Background: an optimization exercise with open tools, aiming at a short achievable clock period and few clock cycles. Do not read the settings as production practice. The RTL was checked by simulation tests, not by an equivalence proof against the original design. No activity file was given, so power comes from the tool's default toggle rates.

==> flow/design.v <==
module ks_add32 (
  input  [31:0] a,
  input  [31:0] b,
  input         ci,
  output [31:0] s,
  output        co
);
  wire [31:0] p0 = a ^ b;
  wire [31:0] g0 = a & b;
  wire [31:0] g1, p1, g2, p2, g3, p3, g4, p4, g5, p5;
  wire        gi0 = g0[0] | (p0[0] & ci);
  genvar i;
  generate
    for (i = 0; i < 32; i = i + 1) begin : l1
      if (i == 0) begin
        assign g1[i] = gi0;          assign p1[i] = 1'b0;
      end else if (i == 1) begin
        assign g1[i] = g0[i] | (p0[i] & gi0); assign p1[i] = 1'b0;
      end else begin
        assign g1[i] = g0[i] | (p0[i] & g0[i-1]); assign p1[i] = p0[i] & p0[i-1];
      end
    end
    for (i = 0; i < 32; i = i + 1) begin : l2
      if (i < 2) begin
        assign g2[i] = g1[i]; assign p2[i] = p1[i];
      end else begin
        assign g2[i] = g1[i] | (p1[i] & g1[i-2]); assign p2[i] = p1[i] & p1[i-2];
      end
    end
    for (i = 0; i < 32; i = i + 1) begin : l3
      if (i < 4) begin
        assign g3[i] = g2[i]; assign p3[i] = p2[i];
      end else begin
        assign g3[i] = g2[i] | (p2[i] & g2[i-4]); assign p3[i] = p2[i] & p2[i-4];
      end
    end
    for (i = 0; i < 32; i = i + 1) begin : l4
      if (i < 8) begin
        assign g4[i] = g3[i]; assign p4[i] = p3[i];
      end else begin
        assign g4[i] = g3[i] | (p3[i] & g3[i-8]); assign p4[i] = p3[i] & p3[i-8];
      end
    end
    for (i = 0; i < 32; i = i + 1) begin : l5
      if (i < 16) begin
        assign g5[i] = g4[i]; assign p5[i] = p4[i];
      end else begin
        assign g5[i] = g4[i] | (p4[i] & g4[i-16]); assign p5[i] = p4[i] & p4[i-16];
      end
    end
  endgenerate
  assign s  = p0 ^ {g5[30:0], ci};
  assign co = g5[31];
endmodule
`timescale 1ns/1ps
module riscv #(
  parameter RESET_PC     = 32'h0000_0000,
  parameter CPU_AWIDTH   = 6
) (
  input  clk,
  input  rst,
  input [31:0]  imem_addr1,
  input [31:0]  imem_din1,
  output [31:0] imem_dout1,
  input         imem_we1,
  input mmio_stall,
  output [31:0] mmio_addr,
  output [31:0] mmio_din,
  input  [31:0] mmio_dout,
  output        mmio_wen,
  output        mmio_ren
);
  integer i;
  reg  [63:0] fp_s, fp_r;
  reg         fsel;
  wire [63:0] fptr = fsel ? fp_r : fp_s;
  reg  [31:0] seq_pc;       
  reg         d_valid;
  reg  [31:0] d_inst;
  reg  [31:0] d_pc;
  reg         d_pred;
  reg  [5:0]  d_nidx;       
  reg  [31:0] d_ibj;        
  reg         e_valid;
  reg         e_we;
  reg  [4:0]  e_rd;
  reg  [31:0] e_a, e_b, e_s;
  reg         e_sub;
  reg  [7:0]  e_sel;        
  reg         e_sra;
  reg  [31:0] e_jimm;       
  reg         e_eld;        
  reg  [31:0] e_eoh;        
  reg  [31:0] e_lnk;        
  reg  [31:0] e_alt;        
  reg         e_br, e_jal, e_jalr, e_ld, e_st, e_pred;
  reg  [31:0] e_q;          
  reg  [2:0]  e_f3;
  reg         e_ceq, e_clt, e_cltu;   
  reg         e_inv;        
  reg         e_jmis;       
  reg  [5:0]  e_idx;        
  reg  [5:0]  e_tidx;       
  reg  [5:0]  e_sidx;       
  reg         m_we;
  reg  [4:0]  m_rd;
  reg  [31:0] m_res;
  reg  [31:0] m_maddr;
  reg  [31:0] m_lnk;        
  reg  [31:0] m_mdin;
  reg         m_wen, m_ren;
  reg  [2:0]  m_f3;
  reg  [31:0] m_aoh;        
  reg         m_dld;        
  reg         w_we;
  reg  [4:0]  w_rd;
  reg  [31:0] w_res;
  reg         w_mld;
  reg  [2:0]  w_f3;
  reg  [1:0]  w_ab;
  reg  [31:0] imem [0:63];
  reg  [6:0]  ni   [0:63];   
  reg         u_we;           
  reg  [5:0]  u_idx;
  reg  [6:0]  u_ni;
  reg  [31:0] rf   [1:31];
  reg  [31:0] dmem [0:31];
  wire gstall = mmio_stall & (m_wen | m_ren);
  reg [31:0] imem_dout1_r;
  wire [5:0] ha = imem_addr1[5:0];
  always @(posedge clk) begin
    if (imem_we1) imem[ha] <= imem_din1;
    imem_dout1_r <= imem[ha];
  end
  assign imem_dout1 = imem_dout1_r;
  wire h_jal = imem_din1[6] & imem_din1[3];
  wire h_br  = imem_din1[6] & ~imem_din1[2];
  wire h_tk  = h_jal | (h_br & imem_din1[31]);
  wire [5:0] h_off = h_jal ? imem_din1[27:22] : {imem_din1[27:25], imem_din1[11:9]};
  wire [6:0] h_ni  = h_tk ? {1'b1, ha + h_off} : {1'b0, ha + 6'd1};
  reg [31:0] finst;
  reg [6:0]  fni;
  always @(*) begin
    finst = 32'd0;
    fni   = 7'd0;
    for (i = 0; i < 64; i = i + 1) begin
      finst = finst | ({32{fptr[i]}} & imem[i]);
      fni   = fni   | ({7{fptr[i]}} & ni[i]);
    end
  end
  wire f_jal = finst[3];
  wire [31:0] f_ibj = f_jal ? {{12{finst[31]}}, finst[19:12], finst[20], finst[30:21], 1'b0}
                            : {{20{finst[31]}}, finst[7], finst[30:25], finst[11:8], 1'b0};
  function [63:0] onehot6(input [5:0] x);
    onehot6 = 64'd1 << x;
  endfunction
  wire [4:0] d_op  = d_inst[6:2];
  wire [2:0] d_f3  = d_inst[14:12];
  wire [4:0] d_rd  = d_inst[11:7];
  wire [4:0] d_rs1 = d_inst[19:15];
  wire [4:0] d_rs2 = d_inst[24:20];
  wire d_lui   = (d_op == 5'b01101);
  wire d_auipc = (d_op == 5'b00101);
  wire d_jal   = (d_op == 5'b11011);
  wire d_jalr  = (d_op == 5'b11001);
  wire d_br    = (d_op == 5'b11000);
  wire d_ld    = (d_op == 5'b00000);
  wire d_st    = (d_op == 5'b01000);
  wire d_opi   = (d_op == 5'b00100);
  wire d_opr   = (d_op == 5'b01100);
  wire d_use1 = d_jalr | d_br | d_ld | d_st | d_opi | d_opr;
  wire d_use2 = d_br | d_st | d_opr;
  wire d_wr   = (d_lui | d_auipc | d_jal | d_jalr | d_ld | d_opi | d_opr) & (d_rd != 5'd0);
  wire [31:0] imm_i = {{21{d_inst[31]}}, d_inst[30:20]};
  wire [31:0] imm_s = {{21{d_inst[31]}}, d_inst[30:25], d_inst[11:7]};
  wire [31:0] imm_b = {{20{d_inst[31]}}, d_inst[7], d_inst[30:25], d_inst[11:8], 1'b0};
  wire [31:0] imm_u = {d_inst[31:12], 12'b0};
  wire [31:0] imm_j = {{12{d_inst[31]}}, d_inst[19:12], d_inst[20], d_inst[30:21], 1'b0};
  wire [31:0] d_imm = d_st ? imm_s : (d_lui | d_auipc) ? imm_u : imm_i;
  wire [31:0] d_lnk;
  wire [31:0] d_tgt;
  wire        d_co0, d_co1;
  ks_add32 d_add0 (.a(d_pc), .b(32'd4), .ci(1'b0), .s(d_lnk), .co(d_co0));
  ks_add32 d_add1 (.a(d_pc), .b(d_ibj), .ci(1'b0), .s(d_tgt), .co(d_co1));
  wire [31:0] d_jp   = {d_pc[31:8], d_nidx, 2'b00};
  wire [31:0] d_next = ~d_pred ? d_lnk : d_jalr ? d_jp : d_tgt;
  reg  [31:0] m_dw;
  always @(*) begin
    m_dw = 32'd0;
    for (i = 0; i < 32; i = i + 1)
      m_dw = m_dw | ({32{m_aoh[i]}} & dmem[i]);
  end
  reg  [31:0] m_ldv;
  always @(*) begin
    case (m_f3[1:0])
      2'b00: begin
        case (m_maddr[1:0])
          2'd0: m_ldv = {{24{~m_f3[2] & m_dw[7]}},  m_dw[7:0]};
          2'd1: m_ldv = {{24{~m_f3[2] & m_dw[15]}}, m_dw[15:8]};
          2'd2: m_ldv = {{24{~m_f3[2] & m_dw[23]}}, m_dw[23:16]};
          default: m_ldv = {{24{~m_f3[2] & m_dw[31]}}, m_dw[31:24]};
        endcase
      end
      2'b01: m_ldv = m_maddr[1] ? {{16{~m_f3[2] & m_dw[31]}}, m_dw[31:16]}
                          : {{16{~m_f3[2] & m_dw[15]}}, m_dw[15:0]};
      default: m_ldv = m_dw;
    endcase
  end
  wire [31:0] m_val = m_dld ? m_ldv : m_res;
  reg [31:0] w_mv;
  always @(*) begin
    case (w_f3[1:0])
      2'b00: begin
        case (w_ab)
          2'd0: w_mv = {{24{~w_f3[2] & mmio_dout[7]}},  mmio_dout[7:0]};
          2'd1: w_mv = {{24{~w_f3[2] & mmio_dout[15]}}, mmio_dout[15:8]};
          2'd2: w_mv = {{24{~w_f3[2] & mmio_dout[23]}}, mmio_dout[23:16]};
          default: w_mv = {{24{~w_f3[2] & mmio_dout[31]}}, mmio_dout[31:24]};
        endcase
      end
      2'b01: w_mv = w_ab[1] ? {{16{~w_f3[2] & mmio_dout[31]}}, mmio_dout[31:16]}
                            : {{16{~w_f3[2] & mmio_dout[15]}}, mmio_dout[15:0]};
      default: w_mv = mmio_dout;
    endcase
  end
  wire [31:0] w_data = w_mld ? w_mv : w_res;
  wire [31:0] rf1 = (d_rs1 == 5'd0) ? 32'd0 : rf[d_rs1];
  wire [31:0] rf2 = (d_rs2 == 5'd0) ? 32'd0 : rf[d_rs2];
  wire hitE1 = e_valid & e_we & (e_rd == d_rs1);
  wire hitE2 = e_valid & e_we & (e_rd == d_rs2);
  wire hitM1 = m_we & (m_rd == d_rs1);
  wire hitM2 = m_we & (m_rd == d_rs2);
  wire hitW1 = w_we & (w_rd == d_rs1);
  wire hitW2 = w_we & (w_rd == d_rs2);
  wire [31:0] v1 = hitM1 ? m_val : hitW1 ? w_res : rf1;
  wire [31:0] v2 = hitM2 ? m_val : hitW2 ? w_res : rf2;
  wire wm1 = ~hitM1 & hitW1 & w_mld;
  wire wm2 = ~hitM2 & hitW2 & w_mld;
  wire st1 = d_use1 & (hitE1 ? (e_ld & ~e_eld) : (hitM1 & m_ren));
  wire st2 = d_use2 & (hitE2 ? (e_ld & ~e_eld) : (hitM2 & m_ren));
  wire dstall = d_valid & (st1 | st2);
  wire [31:0] ea = e_a;
  wire [31:0] eb = e_b;
  wire [31:0] es = e_s;
  wire [31:0] ebx  = eb ^ {32{e_sub}};
  wire [32:0] esum;
  ks_add32 e_add (.a(ea), .b(ebx), .ci(e_sub), .s(esum[31:0]), .co(esum[32]));
  wire e_eq  = ~|(ea ^ eb);
  wire e_ltu = ~esum[32];
  wire e_lt  = (ea[31] ^ eb[31]) ? ea[31] : esum[31];
  wire [31:0] e_sll = ea << eb[4:0];
  wire [31:0] e_srl = $signed({e_sra & ea[31], ea}) >>> eb[4:0];
  wire [31:0] e_alu = ({32{e_sel[0]}} & esum[31:0]) |
                      ({32{e_sel[1]}} & e_sll) |
                      ({32{e_sel[2]}} & {31'd0, e_lt}) |
                      ({32{e_sel[3]}} & {31'd0, e_ltu}) |
                      ({32{e_sel[4]}} & (ea ^ eb)) |
                      ({32{e_sel[5]}} & e_srl) |
                      ({32{e_sel[6]}} & (ea | eb)) |
                      ({32{e_sel[7]}} & (ea & eb));
  wire [6:0]  e_lo7 = ea[6:0] + eb[6:0];
  wire [4:0]  e_ai  = e_lo7[6:2];
  wire [1:0]  e_ab  = e_lo7[1:0];
  reg  [31:0] e_dw;
  always @(*) begin
    e_dw = 32'd0;
    for (i = 0; i < 32; i = i + 1)
      e_dw = e_dw | ({32{e_eoh[i]}} & dmem[i]);
  end
  reg  [31:0] e_ldv;
  always @(*) begin
    case (e_f3[1:0])
      2'b00: begin
        case (e_b[1:0])
          2'd0: e_ldv = {{24{~e_f3[2] & e_dw[7]}},  e_dw[7:0]};
          2'd1: e_ldv = {{24{~e_f3[2] & e_dw[15]}}, e_dw[15:8]};
          2'd2: e_ldv = {{24{~e_f3[2] & e_dw[23]}}, e_dw[23:16]};
          default: e_ldv = {{24{~e_f3[2] & e_dw[31]}}, e_dw[31:24]};
        endcase
      end
      2'b01: e_ldv = e_b[1] ? {{16{~e_f3[2] & e_dw[31]}}, e_dw[31:16]}
                          : {{16{~e_f3[2] & e_dw[15]}}, e_dw[15:0]};
      default: e_ldv = e_dw;
    endcase
  end
  wire [31:0] e_res = e_eld ? e_ldv : e_alu;
  wire e_cond  = (e_ceq & e_eq) | (e_clt & e_lt) | (e_cltu & e_ltu);
  wire e_taken = e_cond ^ e_f3[0];
  wire [31:0] e_jt;
  wire        e_jco;
  ks_add32 e_jadd (.a(es), .b(e_jimm), .ci(1'b0), .s(e_jt), .co(e_jco));
  wire e_jok = e_pred & (es == e_q);
  wire e_mis = e_valid & ((e_br & (e_cond ^ e_inv)) | e_jmis | (e_jalr & ~e_jok));
  wire [31:0] e_tgt = e_jalr ? {e_jt[31:1], 1'b0} : e_alt;
  wire [12:0] e_lo  = {1'b0, ea[11:0]} + {1'b0, eb[11:0]};
  wire e_c12  = e_lo[12];
  wire e_ineg = eb[31];
  wire e_h1   = &ea[27:12];
  wire e_h0   = ~(|ea[27:12]);
  wire e_h8   = (ea[31:28] == 4'h8);
  wire e_mmio = (e_c12 == e_ineg) ? e_h8 :
                e_c12 ? (((ea[31:28] == 4'h7) & e_h1) | (e_h8 & ~e_h1)) :
                        (((ea[31:28] == 4'h9) & e_h0) | (e_h8 & ~e_h0));
  reg [31:0] e_sd;
  reg [3:0]  e_be;
  always @(*) begin
    case (e_f3[1:0])
      2'b00: begin
        e_sd = {24'd0, es[7:0]} << {e_ab, 3'b000};
        e_be = 4'b0001 << e_ab;
      end
      2'b01: begin
        e_sd = e_ab[1] ? {es[15:0], 16'd0} : {16'd0, es[15:0]};
        e_be = e_ab[1] ? 4'b1100 : 4'b0011;
      end
      default: begin
        e_sd = es;
        e_be = 4'b1111;
      end
    endcase
  end
  always @(posedge clk) begin
    e_we    <= d_wr;
    e_rd    <= d_rd;
    e_a     <= (hitE1 & d_use1 & ~d_jalr) ? e_res :
               (~hitE1 & wm1 & d_use1 & ~d_jalr) ? w_mv :
               (d_lui ? 32'd0 : d_auipc ? d_pc : (d_jal | d_jalr) ? d_lnk : v1);
    e_b     <= (hitE2 & (d_opr | d_br)) ? e_res :
               (~hitE2 & wm2 & (d_opr | d_br)) ? w_mv :
               ((d_opr | d_br) ? v2 : (d_jal | d_jalr) ? 32'd0 : d_imm);
    e_s     <= (d_jalr ? hitE1 : hitE2) ? e_res :
               (d_jalr ? (~hitE1 & wm1) : (~hitE2 & wm2)) ? w_mv :
               (d_jalr ? v1 : v2);
    e_sub   <= d_br | (d_opr & d_f3 == 3'b000 & d_inst[30]) |
               ((d_opr | d_opi) & (d_f3 == 3'b010 | d_f3 == 3'b011));
    e_sel   <= (d_opr | d_opi) ? (8'd1 << d_f3) : 8'd1;
    e_sra   <= d_inst[30];
    e_jimm  <= imm_i;
    e_eld   <= d_ld & (d_rs1 == 5'd0);
    e_eoh   <= 32'd1 << imm_i[6:2];
    e_lnk   <= d_lnk;
    e_alt   <= d_pred ? d_lnk : d_tgt;
    e_br    <= d_br;
    e_jal   <= d_jal;
    e_jalr  <= d_jalr;
    e_ld    <= d_ld;
    e_st    <= d_st;
    e_pred  <= d_pred;
    e_q     <= d_jp - imm_i;
    e_f3    <= d_f3;
    e_ceq   <= ~d_f3[2];
    e_clt   <= d_f3[2] & ~d_f3[1];
    e_cltu  <= d_f3[2] & d_f3[1];
    e_inv   <= d_f3[0] ^ d_pred;
    e_jmis  <= d_jal & ~d_pred;
    e_idx   <= d_pc[7:2];
    e_tidx  <= d_tgt[7:2];
    e_sidx  <= d_lnk[7:2];
    m_res   <= e_res;
  end
  always @(posedge clk) begin
    if (rst) begin
      fp_s    <= 64'd1;
      fsel    <= 1'b0;
      seq_pc  <= RESET_PC;
      d_valid <= 1'b0;
      e_valid <= 1'b0;
      m_we    <= 1'b0;
      m_wen   <= 1'b0;
      m_ren   <= 1'b0;
      m_dld   <= 1'b0;
      w_we    <= 1'b0;
      w_mld   <= 1'b0;
    end else begin
      fsel   <= gstall | e_mis;
      fp_r   <= onehot6(gstall ? m_lnk[7:2] : e_tgt[7:2]);
      fp_s   <= dstall ? fptr : onehot6(fni[5:0]);
      seq_pc <= gstall ? m_lnk : e_tgt;
      if (gstall | e_mis) d_valid <= 1'b0;
      else if (!dstall) d_valid <= 1'b1;
      if (!dstall) begin
        d_inst  <= finst;
        d_pc    <= d_valid ? d_next : seq_pc;
        d_pred  <= fni[6];
        d_nidx  <= fni[5:0];
        d_ibj   <= f_ibj;
      end
      e_valid <= d_valid & ~dstall & ~e_mis & ~gstall;
      if (!gstall) begin
        m_we    <= e_valid & e_we;
        m_rd    <= e_rd;
        m_lnk   <= e_lnk;
        if (e_ld | e_st) m_maddr <= esum[31:0];
        if (e_valid & e_st) m_mdin <= e_sd;
        m_wen   <= e_valid & e_st & e_mmio;
        m_ren   <= e_valid & e_ld & e_mmio;
        m_f3    <= e_f3;
        m_aoh   <= 32'd1 << e_ai;
        m_dld   <= e_valid & e_ld & ~e_eld & ~e_mmio;
      end
      w_we  <= m_we & ~gstall;
      w_rd  <= m_rd;
      w_res <= m_val;
      w_mld <= m_ren;
      w_f3  <= m_f3;
      w_ab  <= m_maddr[1:0];
    end
  end
  always @(posedge clk) begin
    u_we  <= ~rst & e_valid & (e_br | e_jalr);
    u_idx <= e_idx;
    u_ni  <= e_jalr ? {1'b1, e_jt[7:2]} : e_taken ? {1'b1, e_tidx} : {1'b0, e_sidx};
    if (imem_we1)
      ni[ha] <= h_ni;
    else if (u_we)
      ni[u_idx] <= u_ni;
  end
  always @(posedge clk) begin
    if (w_we) rf[w_rd] <= w_data;
  end
  always @(posedge clk) begin
    if (e_valid & e_st & ~e_mmio) begin
      if (e_be[0]) dmem[e_ai][7:0]   <= e_sd[7:0];
      if (e_be[1]) dmem[e_ai][15:8]  <= e_sd[15:8];
      if (e_be[2]) dmem[e_ai][23:16] <= e_sd[23:16];
      if (e_be[3]) dmem[e_ai][31:24] <= e_sd[31:24];
    end
  end
  assign mmio_addr = m_maddr;
  assign mmio_din  = m_mdin;
  assign mmio_wen  = m_wen;
  assign mmio_ren  = m_ren;
endmodule
==> flow/run.sh <==
#!/bin/bash
# synth_recipe.tcl (not shown) runs the flow's synth.tcl, then flattens the netlist and writes it again
# the make line also repeats each setting of config.mk as NAME=value (left out here)
make -C /OpenROAD-flow-scripts/flow DESIGN_CONFIG=/design/flow/config.mk WORK_HOME=/design/flow/orfs CLKGATE_MAP_FILE= SYNTH_SCRIPT=/design/flow/synth_recipe.tcl finish
==> flow/config.mk <==
export PLATFORM = sky130hd
export DESIGN_NAME = riscv
export DESIGN_NICKNAME = riscv
export VERILOG_FILES = /design/flow/design.v
export SDC_FILE = /design/flow/constraint.sdc
export NUM_CORES = 4
export LEC_CHECK = 0
export CAP_MARGIN = 20
export CORE_MARGIN = 2
export CORE_UTILIZATION = 35
export PLACE_DENSITY = 0.42
export SETUP_SLACK_MARGIN = 5
export SLEW_MARGIN = 20
==> flow/constraint.sdc <==
create_clock -name core_clock -period 9.0 [get_ports {clk}]
set_input_delay 1.8000 -clock core_clock [delete_from_list [all_inputs] [get_ports {clk}]]
set_output_delay 1.8000 -clock core_clock [all_outputs]
set_load 0.01 [all_outputs]
==> summary.md, run 1 <==
| Metric | Value |
|---|---|
| Run status | `no timing/DRC/antenna violations` |
| Reported leakage power | `90.83 nW` |
| DIE WIDTH | `819.4 um` |
| Layout cell share with drive strength beyond 1 | `0.2176` |
| CP bufs+invs | `2` |
| Hold slack final | `0.3246 ns` |
| Data arrival at the endpoint of the critical path | `5.20 ns` |
| Final layout net count | `17005` |
| Timing-limited maximum frequency | `236.5 MHz` |
| Power spent charging and discharging nets | `45.21 mW` |
| Placement row count | `299` |
| Most instantiated flip-flop cell in the synthesis netlist | `edfxtp_1` |
| Via density per instance | `6.987` |
| Clock tree from TritonCTS | `built` |
| Fraction of synthesis flops using an asynchronous set or reset pin | `0` |
| Internal Power | `59.87 mW` |
| Syn Inst Count | `15826` |
| Final estimated routing congestion in global placement | `0.9562` |
| Hold Buf Count CTS | `0` |
| Count of flip-flops with a built-in enable after synthesis | `4836` |
| Post-Route Setup TNS | `0 ns` |
| Max_cap viols | `0` |
| Crit path max-delay cell type | `clkdlybuf4s50_1` |
| Shortest clock period the worst path allows after layout | `4.229 ns` |
| GRT Total Usage | `0.3690` |
| Maximum number of pins on one net before global-route repair | `109` |
| Synthesized Nets | `16124` |
| Port Buf Inserts | `171` |
| DP HPWL | `772700 um` |
| CTS root buf | `clkbuf_16` |
| Power per Cell Area | `374.4 nW/um^2` |
| Y dimension of the die | `819.4 um` |
| DRC violation count after routing | `0` |
| Clock buffer count from CTS | `618` |
| Vias | `182966` |
| Combinational power share | `0.454` |
| Sum of overflow across all layers after global routing | `0` |
| Final-report setup violation count | `0` |
| Final core occ | `0.4236` |
| Number of antenna-violating nets in the routed design | `0` |
| Total of fill cells in the finished design | `59972` |
| Cell types with the highest counts after synthesis | `4836 x edfxtp_1, 1594 x a22oi_1, 911 x a221oi_1, 902 x nor2_1, 899 x a22o_1` |
| Top post-synthesis cells by area | `edfxtp_1 62%, mux4_2 5.7%, a22oi_1 5.1%` |
| Portion of synthesized cell area occupied by the leading cell type | `0.6241` |
| First-pass GRT wire length | `1663000 um` |
| Netlist Area Pre-Place | `232700 sq um` |
| Area grow syn2layout | `20.62%` |
| Maximum net fanout on the critical path | `21` |
| Clock latency at the later pin of the worst-skew pair | `1.18 ns` |
| DIE AREA | `671400 sq um` |
| Worst-case clock skew | `0.09940 ns` |
| Yosys synthesis warning count | `1` |
| Clock network fraction of total power | `0.237` |
| Combined area of the multi-input logic cells | `77980 sq um` |
| Final Max Tran Viols | `0` |
| Register cell area after layout | `154800 sq um` |
| Cell taking the most area after synthesis | `edfxtp_1` |
| Count of cell types in the netlist | `97` |
| Filler-free cell count of the finished design | `26186` |
| Router iterations before antenna repair | `9` |
| Sw frac | `0.4302` |
| Crit path max-delay family | `buffers and inverters` |
| Most used standard cell by instance count after synthesis | `edfxtp_1` |
| Core Footprint | `662500 sq um` |
| Count of placed standard cells including taps | `24390` |
| Setup crit end kind | `flip-flop` |
| Slew HR | `0.1239` |
| Clock Path Buffers | `4` |
| Final WL | `1295000 um` |
| Worst r2r path cells | `15` |
| Register bit total from synthesis | `5304` |
| Number of H-tree branching levels | `6` |
| # IOs | `198` |
| RSZ-0062 raised after global routing | `true` |
| Mean instance size in the synthesized netlist | `14.70 sq um` |
| Detail-routed net length per standard cell | `49.46 um` |
| Clock transition at the register clock pins on the worst setup and hold paths after CTS | `0.06 ns` |
| Category of the worst setup path launch point | `primary input` |
| Sequential cell area fraction in the yosys report | `0.6644` |
| Cell count along the critical path | `6` |
| Sequential share of power | `0.310` |
| Number of DRC markers in iteration 0 | `34653` |
| Critical-path cell list | `clkdlybuf4s50_1 -> or3_4 -> buf_4 -> a31oi_1 -> nor4_1 -> nand3_2` |
| Via count of the first global-routing pass | `169945` |
| Data required time of the worst path | `9.98 ns` |
| Maximum resistive drop on vdd | `0.3588 mV` |
| Startpoint-to-endpoint class of the critical path | `in2reg` |
| WHS Path Cells | `0` |
| Starting Density | `0.3512` |
| Final count of hold timing violations | `0` |
| Tightest Hold Check Type | `reg2reg` |
| Final cycle utilization of the critical path | `0.4699` |
| Transition at the pin with the smallest max-transition slack | `1.314 ns` |
| Number of antenna violations at the first check in global routing | `152` |
| Sink count of the clock tree | `5304` |
| CP max stage delay | `0.99 ns` |
==> through the flow <==
stage	instance area, sq um	setup slack, ns	total power, mW
after detailed placement	249800	2.638	74.26
after CTS	277900	4.835	102.1
final	280700	4.771	105.1
after global routing	280500	4.737	106.9
after global placement	249400	2.661	74.41
after floorplan	234500	3.836	53.32
==> sequential cells by signal, summed over array words and instances, names as in the netlist, 64 cells and up, named ones only <==
| signal | count |
|---|---|
| ni | 448 |
| dmem | 1024 |
| fp_r | 64 |
| rf | 992 |
| fp_s | 64 |
| imem | 2048 |
==> routing by layer <==
layer / GRT usage / part of all wire
met3: 0.1124 / 0.13
met2: 0.5364 / 0.42
met4: 0.2069 / 0.072
met1: 0.4912 / 0.38
met5: 0 / 0.00086
==> logic make-up (layout without fill, tap and decap cells) <==
group,after synthesis,count (layout),synth area share
mux,910,913,0.07138
compound gates,5150,5154,0.1666
buf+inv,1481,2849,0.02499
simple gates,2536,2539,0.05257
flops,5304,5304,0.6644
xor+xnor,247,247,0.009297
fa+ha+maj,198,198,0.01081
other cells,0,103,0
==> what timing repair did <==
item / CTS / global route
pin swaps: 240 / 115
resized for setup: 680 / 294
setup endpoints to repair: 3588 / 1885
buffers inserted: 420 / 111
gates cloned: 27 / 14
==> final cells by class <==
class / instances / area share
Inverter: 265 / 0.003647
Clock buffer: 825 / 0.06028
Multi-Input combinational cell: 9051 / 0.2778
Timing Repair Buffer: 1464 / 0.05753
Tap cell: 8879 / 0.03958
Timing Repair inverter: 3 / 0.00005350
Sequential cell: 5304 / 0.5514
Antenna cell: 103 / 0.0009183
Clock inverter: 292 / 0.008697
==> cell usage in the layout (no fill, tap or decap), types with 53 or more instances in the layout <==
| cell | instances |
|---|---|
| a211oi_1 | 125 |
| a21o_1 | 82 |
| a21oi_1 | 468 |
| a21oi_2 | 62 |
| a221oi_1 | 861 |
| a22o_1 | 898 |
| a22oi_1 | 1590 |
| a31oi_1 | 225 |
| buf_12 | 241 |
| buf_4 | 812 |
| buf_6 | 153 |
| clkbuf_1 | 164 |
| clkbuf_16 | 650 |
| clkdlybuf4s50_1 | 115 |
| clkinv_1 | 110 |
| clkinv_2 | 93 |
| dfxtp_1 | 392 |
| diode_2 | 103 |
| edfxtp_1 | 4836 |
| ha_1 | 174 |
| inv_1 | 245 |
| mux2i_1 | 208 |
| mux4_2 | 587 |
| nand2_1 | 465 |
| nand3_1 | 169 |
| nand4_1 | 444 |
| nor2_1 | 623 |
| nor2_4 | 241 |
| nor3_1 | 53 |
| nor4_1 | 60 |
| o21ai_0 | 303 |
| xnor2_1 | 133 |
| xor2_1 | 99 |
==> path summary, 6_finish.rpt <==
| check | start | endpoint | slack (ns) |
|---|---|---|---|
| min | e_idx[3] | u_idx[3] | 0.32 |
| max reg2reg | m_aoh[11] | e_s[10] | 4.77 |
| max | imem_addr1[5] | imem_dout1_r[19] | 4.77 |
| min reg2reg | e_idx[3] | u_idx[3] | 0.32 |
==> power by group through the flow <==
stage | clock (mW) | combinational (mW) | sequential (mW)
floorplan | 0 | 21.5 | 31.8
global placement | 0 | 41.1 | 33.3
detailed placement | 0 | 40.9 | 33.3
CTS | 25.0 | 44.6 | 32.5
global route | 25.9 | 48.4 | 32.6
finish | 24.9 | 47.7 | 32.5
==> worst register-to-register path, cell delays in order (launching register included) <==
cell,delay (ns)
edfxtp_1,0.35
buf_8,0.39
buf_6,0.36
a22oi_1,0.19
nand4_1,0.14
nor4_2,0.06
buf_6,0.17
mux2i_1,0.18
o21bai_2,0.10
buf_4,0.15
buf_4,0.13
o21a_4,0.26
a21o_2,0.30
o221ai_1,0.49
o21ai_1,0.19
o211ai_1,0.59
Testbench counts, summed over its fixed seeds: cycles 32,511.
==> inputs of run 2 (changes only) <==
--- a/flow/design.v
+++ b/flow/design.v
@@ -91,4 +91,2 @@
   reg  [31:0] e_jimm;       
-  reg         e_eld;        
-  reg  [31:0] e_eoh;        
   reg  [31:0] e_lnk;        
@@ -112,4 +110,2 @@
   reg  [2:0]  m_f3;
-  reg  [31:0] m_aoh;        
-  reg         m_dld;        
   reg         w_we;
@@ -186,25 +182,3 @@
   wire [31:0] d_next = ~d_pred ? d_lnk : d_jalr ? d_jp : d_tgt;
-  reg  [31:0] m_dw;
-  always @(*) begin
-    m_dw = 32'd0;
-    for (i = 0; i < 32; i = i + 1)
-      m_dw = m_dw | ({32{m_aoh[i]}} & dmem[i]);
-  end
-  reg  [31:0] m_ldv;
-  always @(*) begin
-    case (m_f3[1:0])
-      2'b00: begin
-        case (m_maddr[1:0])
-          2'd0: m_ldv = {{24{~m_f3[2] & m_dw[7]}},  m_dw[7:0]};
-          2'd1: m_ldv = {{24{~m_f3[2] & m_dw[15]}}, m_dw[15:8]};
-          2'd2: m_ldv = {{24{~m_f3[2] & m_dw[23]}}, m_dw[23:16]};
-          default: m_ldv = {{24{~m_f3[2] & m_dw[31]}}, m_dw[31:24]};
-        endcase
-      end
-      2'b01: m_ldv = m_maddr[1] ? {{16{~m_f3[2] & m_dw[31]}}, m_dw[31:16]}
-                          : {{16{~m_f3[2] & m_dw[15]}}, m_dw[15:0]};
-      default: m_ldv = m_dw;
-    endcase
-  end
-  wire [31:0] m_val = m_dld ? m_ldv : m_res;
+  wire [31:0] m_val = m_res;
   reg [31:0] w_mv;
@@ -238,4 +212,4 @@
   wire wm2 = ~hitM2 & hitW2 & w_mld;
-  wire st1 = d_use1 & (hitE1 ? (e_ld & ~e_eld) : (hitM1 & m_ren));
-  wire st2 = d_use2 & (hitE2 ? (e_ld & ~e_eld) : (hitM2 & m_ren));
+  wire st1 = d_use1 & (hitE1 ? (e_ld & e_mmio) : (hitM1 & m_ren));
+  wire st2 = d_use2 & (hitE2 ? (e_ld & e_mmio) : (hitM2 & m_ren));
   wire dstall = d_valid & (st1 | st2);
@@ -263,8 +237,3 @@
   wire [1:0]  e_ab  = e_lo7[1:0];
-  reg  [31:0] e_dw;
-  always @(*) begin
-    e_dw = 32'd0;
-    for (i = 0; i < 32; i = i + 1)
-      e_dw = e_dw | ({32{e_eoh[i]}} & dmem[i]);
-  end
+  wire [31:0] e_dw  = dmem[e_ai];
   reg  [31:0] e_ldv;
@@ -273,3 +242,3 @@
       2'b00: begin
-        case (e_b[1:0])
+        case (e_ab)
           2'd0: e_ldv = {{24{~e_f3[2] & e_dw[7]}},  e_dw[7:0]};
@@ -280,4 +249,4 @@
       end
-      2'b01: e_ldv = e_b[1] ? {{16{~e_f3[2] & e_dw[31]}}, e_dw[31:16]}
-                          : {{16{~e_f3[2] & e_dw[15]}}, e_dw[15:0]};
+      2'b01: e_ldv = e_ab[1] ? {{16{~e_f3[2] & e_dw[31]}}, e_dw[31:16]}
+                             : {{16{~e_f3[2] & e_dw[15]}}, e_dw[15:0]};
       default: e_ldv = e_dw;
@@ -285,3 +254,3 @@
   end
-  wire [31:0] e_res = e_eld ? e_ldv : e_alu;
+  wire [31:0] e_res = e_ld ? e_ldv : e_alu;
   wire e_cond  = (e_ceq & e_eq) | (e_clt & e_lt) | (e_cltu & e_ltu);
@@ -338,4 +307,2 @@
     e_jimm  <= imm_i;
-    e_eld   <= d_ld & (d_rs1 == 5'd0);
-    e_eoh   <= 32'd1 << imm_i[6:2];
     e_lnk   <= d_lnk;
@@ -370,3 +337,2 @@
       m_ren   <= 1'b0;
-      m_dld   <= 1'b0;
       w_we    <= 1'b0;
@@ -397,4 +363,2 @@
         m_f3    <= e_f3;
-        m_aoh   <= 32'd1 << e_ai;
-        m_dld   <= e_valid & e_ld & ~e_eld & ~e_mmio;
       end
==> run 2 against run 1 <==
Compared with the run above: register-to-register slack lost 0.23 ns; die area shrank 1.4%; sequential power is essentially flat; synthesized area shrank 1.4%; non-clock buffer count shrank 196; total power grew 27%; via count shrank 7.1%; final cell count shrank 4.0%; critical path type is now reg2reg; critical endpoint is now e_s[19]; largest power group unchanged.
==> summary.md, run 2 <==
| Metric | Value |
|---|---|
| Run status | `no timing/DRC/antenna violations` |
| Starting Density | `0.3510` |
| Via density per instance | `6.760` |
| Timing-limited maximum frequency | `224.2 MHz` |
| Final estimated routing congestion in global placement | `0.9405` |
| Dominant combinational cell family by area after synthesis | `compound AO/OA/AOI/OAI gates` |
| Portion of synthesized cell area occupied by the leading cell type | `0.6287` |
| Fraction of synthesized area in multiplexers | `0.09424` |
| Leading cell type in the layout, fill and taps excluded | `edfxtp_1` |
| Count of cell types in the netlist | `121` |
| Netlist Area Pre-Place | `229500 sq um` |
| Count of flip-flops with a built-in enable after synthesis | `4804` |
| Total of fill cells in the finished design | `58336` |
| Synthesized Nets | `15423` |
| Vias | `169904` |
| Xor/xnor share of the synthesized area | `0.009264` |
| Sw frac | `0.4644` |
| Tightest Hold Check Type | `reg2reg` |
| Yosys synthesis warning count | `1` |
| Registers with the highest flip-flop counts | `imem (2048), dmem (1024), rf (992)` |
| Worst-case clock skew | `0.09035 ns` |
| Internal Power | `71.65 mW` |
| Number of DRC markers in iteration 0 | `30231` |
| Number of H-tree branching levels | `6` |
| Power after layout | `133.8 mW` |
| Post-Route Setup TNS | `0 ns` |
| Register bit total from synthesis | `5238` |
| Max_cap viols | `0` |
| Most frequent cell on the critical path | `buf_6` |
| DIE AREA | `662100 sq um` |
| Cell taking the most area after synthesis | `edfxtp_1` |
| Power per Cell Area | `485.5 nW/um^2` |
| Syn Inst Count | `15125` |
| Sequential cell area fraction in the yosys report | `0.6666` |
| Combinational power share | `0.574` |
| DP HPWL | `673500 um` |
| Synthesized-area fraction occupied by ao, oa, aoi and oai cells | `0.1404` |
| Final core occ | `0.4216` |
| Number of flip-flops in the largest register | `2048` |
| Reported leakage power | `89.34 nW` |
| Cell types with the highest counts after synthesis | `4804 x edfxtp_1, 904 x nor2_1, 848 x a221oi_1, 809 x a22o_1, 780 x mux4_2` |
| Clock network fraction of total power | `0.183` |
| RSZ-0062 raised after global routing | `true` |
| Critical-path cell list | `buf_6 -> clkinvlp_4 -> ha_4 -> a211oi_4 -> buf_6 -> buf_6 -> nor2_4 -> nor2_4 -> buf_12 -> buf_12 -> buf_12 -> buf_6 -> mux4_2 -> a22o_4 -> o41ai_4 -> o221ai_4 -> buf_6 -> a211o_4 -> buf_6 -> a21oi_4 -> o22ai_2` |
| Number of antenna-violating nets in the routed design | `0` |
| Shortest clock period the worst path allows after layout | `4.460 ns` |
| Number of antenna violations at the first check in global routing | `145` |
| Clock latency at the later pin of the worst-skew pair | `1.20 ns` |
| Slew HR | `0.1833` |
| Fraction of synthesis flops using an asynchronous set or reset pin | `0` |
| Detail-routed net length per standard cell | `46.25 um` |
| Clock Path Buffers | `4` |
| Area grow syn2layout | `20.10%` |
| Y dimension of the die | `813.7 um` |
| DIE WIDTH | `813.7 um` |
| Adder and majority gate portion of the synthesized area | `0.01096` |
| DRC violation count after routing | `0` |
| Category of the worst setup path launch point | `flip-flop` |
| Router iterations before antenna repair | `9` |
| GRT Total Usage | `0.3377` |
| Register cell area after layout | `153000 sq um` |
| Final WL | `1163000 um` |
| Simple-Gate Fraction of Synth Area | `0.05310` |
| CP max stage delay | `0.45 ns` |
| Mean instance size in the synthesized netlist | `15.17 sq um` |
| Port Buf Inserts | `171` |
| Maximum net fanout on the critical path | `6` |
| Power spent charging and discharging nets | `62.13 mW` |
| Sequential share of power | `0.243` |
| Most used standard cell by instance count after synthesis | `edfxtp_1` |
| Setup crit end kind | `flip-flop` |
| Final cycle utilization of the critical path | `0.4955` |
| # IOs | `198` |
| Via count of the first global-routing pass | `160553` |
| Sink count of the clock tree | `5238` |
| Final Max Tran Viols | `0` |
| Data required time of the worst path | `9.95 ns` |
| CTS root buf | `clkbuf_16` |
| Transition at the pin with the smallest max-transition slack | `1.216 ns` |
| Top post-synthesis cells by area | `edfxtp_1 63%, mux4_2 7.7%, dfxtp_1 3.8%` |
| Largest Register | `imem` |
| Maximum resistive drop on vdd | `0.5627 mV` |
| Clock buffer count from CTS | `595` |
| Placement row count | `297` |
| Crit path max-delay cell type | `o41ai_4` |
| Maximum number of pins on one net before global-route repair | `113` |
| Clock tree from TritonCTS | `built` |
| Most instantiated flip-flop cell in the synthesis netlist | `edfxtp_1` |
| Sum of overflow across all layers after global routing | `0` |
| Commonest cells after routing, fill and taps aside | `4804 x edfxtp_1, 815 x a221oi_1, 803 x a22o_1` |
| First-pass GRT wire length | `1513000 um` |
| Layout cell share with drive strength beyond 1 | `0.2350` |
| Startpoint-to-endpoint class of the critical path | `reg2reg` |
| Core Footprint | `653700 sq um` |
| Final-report setup violation count | `0` |
| Clock transition at the register clock pins on the worst setup and hold paths after CTS | `0.06 ns` |
| Combined area of the multi-input logic cells | `76770 sq um` |
| Final layout net count | `16144` |
| Data arrival at the endpoint of the critical path | `5.41 ns` |
| Final count of hold timing violations | `0` |
[run 2: layer usage]
metal | vias to the layer above | track usage | wire length [um]
li1 | 63972 | - | -
met1 | 88405 | 0.4434 | 443900
met2 | 14102 | 0.4942 | 496300
met3 | 3367 | 0.1118 | 144800
met4 | 58 | 0.1827 | 76850
met5 | - | 0.001594 | 683
[run 2: layout make-up]
type	instances	area share
flip-flops and latches	5238	0.5554
multi-input cells	8492	0.2786
clock buffers	767	0.05907
repair buffers	1268	0.05194
well taps	8671	0.03937
clock inverters	323	0.01087
inverters	248	0.003619
diodes	124	0.001126
repair inverters	3	0.00006811
[run 2: cells by family (layout without fill, tap and decap cells)]
group | count (synthesis) | in the layout
XOR/XNOR | 241 | 241
flip-flops | 5238 | 5238
other | 0 | 124
buffers and inverters | 1406 | 2609
AO/OA/AOI/OAI | 4263 | 4265
multiplexers | 1167 | 1170
AND/OR/NAND/NOR | 2612 | 2618
adder cells (fa/ha/maj) | 198 | 198
[run 2: path summary, 6_finish.rpt]
check | from | to | slack [ns] | depth (start not counted)
min reg2reg | e_idx[5] | u_idx[5] | 0.32 | 0
max reg2reg | e_b[1] | e_s[19] | 4.54 | 21
max | e_b[1] | e_s[19] | 4.54 | 21
min | e_idx[5] | u_idx[5] | 0.32 | 0
[run 2: repair_timing]
action / 4_1_cts / 5_1_grt
gates cloned: 50 / 17
gates resized for setup: 1089 / 320
hold buffers: 0 / 0
buffers inserted: 335 / 130
endpoints found under the setup margin: 3163 / 1777
pin swaps: 211 / 130
[run 2: power by group through the flow]
| stage | clock [mW] | combinational (mW) | sequential, mW |
|---|---|---|---|
| 4_1_cts | 24.7 | 71.7 | 32.5 |
| 2_1_floorplan | 0 | 31.9 | 31.6 |
| 3_3_place_gp | 0 | 58.2 | 33.1 |
| 6_report | 24.5 | 76.8 | 32.5 |
| 5_1_grt | 25.5 | 78.0 | 32.6 |
| 3_5_place_dp | 0 | 58.4 | 33.1 |
[run 2: stage by stage]
stage / area (sq um) / std cells / worst slack [ns] / hold WS (ns)
final: 275600 / 25134 / 4.540 / 0.3242
after global routing: 275400 / 25047 / 4.474 / 0.3418
after CTS: 272200 / 24858 / 4.577 / 0.3313
after detailed placement: 243600 / 23383 / 2.367 / 0.3179
after global placement: 243400 / 23376 / 2.427 / 0.3193
after floorplan: 230300 / 15125 / 4.266 / 0.3096
[run 2: worst max-delay path: cells and delay by family (launching register included)]
kind                       cells  cell delay, ns
adders and majority gates      1            0.24
muxes                          1            0.33
buffers and inverters         10            1.22
and+or+nand+nor                2            0.17
DFF                            1            0.40
AOI/OAI and AO/OA              7            1.90
Testbench counts of run 2, summed over its fixed seeds: cycles 32,416.

[separate check: timing with driven ports]
The flow's constraints put no driver on any port. The routed layouts listed below were extracted and timed again, unchanged, in two steps. Step 1 assumes that a clkbuf_16 drives the clock port and a buf_2 every other input. Step 2, shift: input delay + t, output delay - t, t = (earliest + latest rising clock arrival at the registers) / 2. This alone moves slack from input paths to output paths. a / b / c = ideal / step 1 / step 2; a / b = the first two.
run	t (ns)	setup WS [ns]	latest minus earliest clock arrival (ns)	slew at the worst register clock pin (ns)
run 1	1.270	4.771 / 4.772 / 3.611	0.126 / 0.125	0.07 / 0.07
run 2	1.298	4.540 / 4.540 / 3.606	0.105 / 0.106	0.07 / 0.07
After both steps every run listed still meets setup and hold. The setup slack of run 1, which loses most, moves by +0.001 ns with the drivers and by -1.160 ns with both steps.
